This design comes from an exercise in tuning for a short achievable clock period and few clock cycles on the open sky130 flow, not from production work.
The RTL was checked by simulation tests, not by an equivalence proof against the original design.
No driver is modelled on the clock port, so clocking that relies on it looks cheaper here than on a real chip.
Power and IR drop assume default switching activity.

## cpu16
module cpu16(clk, rst, imem_addr, imem_data, dmem_we, dmem_addr, dmem_wdata, dmem_rdata);
For scale: about 8,400 cells after synthesis, about 70,000 um^2 of cells after synthesis.
==> module alu, before the edit <==
module alu(
   input  [16-1:0] a,
   input  [16-1:0] b,
   input  [3:0] imm,
   input  [2:0] op,
   output reg [16-1:0] result
);
wire [3:0] sh = imm[3] ? 4'd0 : imm[3:0];    
wire       shz = imm[3];                      
always @(*) begin
   case(op)
       3'd0: result = a + b;
       3'd1: result = a - b;
       3'd2: result = a & b;
       3'd3: result = a ^ b;
       3'd4: result = shz ? 16'd0 : (a << sh);
       3'd5: result = shz ? 16'd0 : (a >> sh);
       3'd6: result = {15'd0, (a <= b)};
       default: result = a + b;
   endcase
end
endmodule
==> flow/config.mk <==
export PLATFORM = sky130hd
export DESIGN_NAME = cpu16
export DESIGN_NICKNAME = cpu16
export VERILOG_FILES = /design/flow/design.v
export SDC_FILE = /design/flow/constraint.sdc
export NUM_CORES = 4
export LEC_CHECK = 0
export ABC_CLOCK_PERIOD_IN_PS = 3000
export CAP_MARGIN = 40
export CORE_MARGIN = 2
export CORE_UTILIZATION = 30
export PLACE_DENSITY = 0.45
export SLEW_MARGIN = 40
==> flow/constraint.sdc <==
create_clock -name core_clock -period 12.5 [get_ports {clk}]
set_input_delay 2.5000 -clock core_clock [delete_from_list [all_inputs] [get_ports {clk}]]
set_output_delay 2.5000 -clock core_clock [all_outputs]
set_load 0.01 [all_outputs]
standard.sh (not shown) runs the stock make flow with config.mk's settings and CLKGATE_MAP_FILE= SYNTH_SCRIPT=/design/flow/synth_recipe.tcl, a recipe that flattens the netlist after the stock synthesis.
==> flow/flow/run.sh <==
#!/bin/bash
# The standard layout, with these changes to how it is made:
#  - the timing repair aims for more setup slack than the clock needs, so
#    that it shortens paths below the period;
#  - rst and dmem_we get neighbouring pins (flow/io.tcl);
#  - after CTS, flow/post_cts.tcl sizes the port buffers and the rst ->
#    dmem_we path (see that file).
set -euo pipefail
here=$(pwd)
bash standard.sh SETUP_SLACK_MARGIN=7.5 TNS_END_PERCENT=30 MATCH_CELL_FOOTPRINT=0 \
  PRE_IO_PLACEMENT_TCL="$here/flow/io.tcl" POST_CTS_TCL="$here/flow/post_cts.tcl" finish > make_finish.log 2>&1
Other scripts of this flow, unchanged in this note and not shown: flow/flow/io.tcl, flow/flow/post_cts.tcl
Testbench counts at the start, summed over its fixed seeds: cycles 36,568.
Edit:
--- a/flow/design.v
+++ b/flow/design.v
@@ -105,22 +105,61 @@
    input  [3:0] imm,
    input  [2:0] op,
    output reg [16-1:0] result
 );
 wire [3:0] sh = imm[3] ? 4'd0 : imm[3:0];    
 wire       shz = imm[3];                      
+wire sub = (op == 3'd1) | (op == 3'd6);
+wire [15:0] bb = sub ? ~b : b;
+wire [15:0] p0 = a ^ bb;
+wire [15:0] g0 = (a & bb) | {15'd0, p0[0] & sub};
+wire [15:0] g1, p1, g2, p2, g3, p3, g4;
+genvar i;
+generate
+    for (i = 0; i < 16; i = i + 1) begin : ks
+        if (i >= 1) begin : l1
+            assign g1[i] = g0[i] | (p0[i] & g0[i-1]);
+            assign p1[i] = p0[i] & p0[i-1];
+        end else begin : l1n
+            assign g1[i] = g0[i];
+            assign p1[i] = p0[i];
+        end
+        if (i >= 2) begin : l2
+            assign g2[i] = g1[i] | (p1[i] & g1[i-2]);
+            assign p2[i] = p1[i] & p1[i-2];
+        end else begin : l2n
+            assign g2[i] = g1[i];
+            assign p2[i] = p1[i];
+        end
+        if (i >= 4) begin : l3
+            assign g3[i] = g2[i] | (p2[i] & g2[i-4]);
+            assign p3[i] = p2[i] & p2[i-4];
+        end else begin : l3n
+            assign g3[i] = g2[i];
+            assign p3[i] = p2[i];
+        end
+        if (i >= 8) begin : l4
+            assign g4[i] = g3[i] | (p3[i] & g3[i-8]);
+        end else begin : l4n
+            assign g4[i] = g3[i];
+        end
+    end
+endgenerate
+wire [15:0] carry = {g4[14:0], sub};         
+wire [15:0] sum = p0 ^ carry;
+wire        le = ~g4[15] | (a == b);          
 always @(*) begin
    case(op)
-       3'd0: result = a + b;
-       3'd1: result = a - b;
+       3'd0: result = sum;
+       3'd1: result = sum;
        3'd2: result = a & b;
        3'd3: result = a ^ b;
        3'd4: result = shz ? 16'd0 : (a << sh);
        3'd5: result = shz ? 16'd0 : (a >> sh);
-       3'd6: result = {15'd0, (a <= b)};
-       default: result = a + b;
+       3'd6: result = {15'd0, le};
+       default: result = sum;
    endcase
 end
 endmodule
 module regfile #(parameter NR = 8) (
 	input clk,
 	input rst,
Outcome: The new run passed the timing, DRC and antenna checks; die area falls by 1.0%; wire length rises by 9.8%; cell area rises by 2.9%; via count rises by 5.5%; power rises by 2.8%; utilization rises by 1.5 points; global-route usage rises by 3.9 points; sequential cell count does not change.
Testbench counts after the change, summed over its fixed seeds: cycles 36,568.

[re-timing with driven ports]
How much do the figures lean on ideal ports? The routed layouts below were timed once more, with nothing changed but the port constraints.
Step 1 assumes that a clkbuf_16 drives the clock port and a buf_2 every other input.
Step 2 also shifts input and output timing later by t, the mid clock arrival at the registers, as if the neighbouring blocks saw the same clock.
Three values: no drivers, after step 1, after step 2; two values: the first two.
run	shift t [ns]	setup WS [ns]	clock arrival spread, ns	worst slew at a driven data input, ns
the first run	0.918	7.193 / 7.151 / 6.440	0.121 / 0.122	0.11
the second run	0.945	7.197 / 7.082 / 6.367	0.048 / 0.047	0.17
After both steps every run listed still meets setup and hold. For the second run, which loses most, drivers alone change the setup slack by -0.115 ns; drivers and shift together by -0.830 ns.
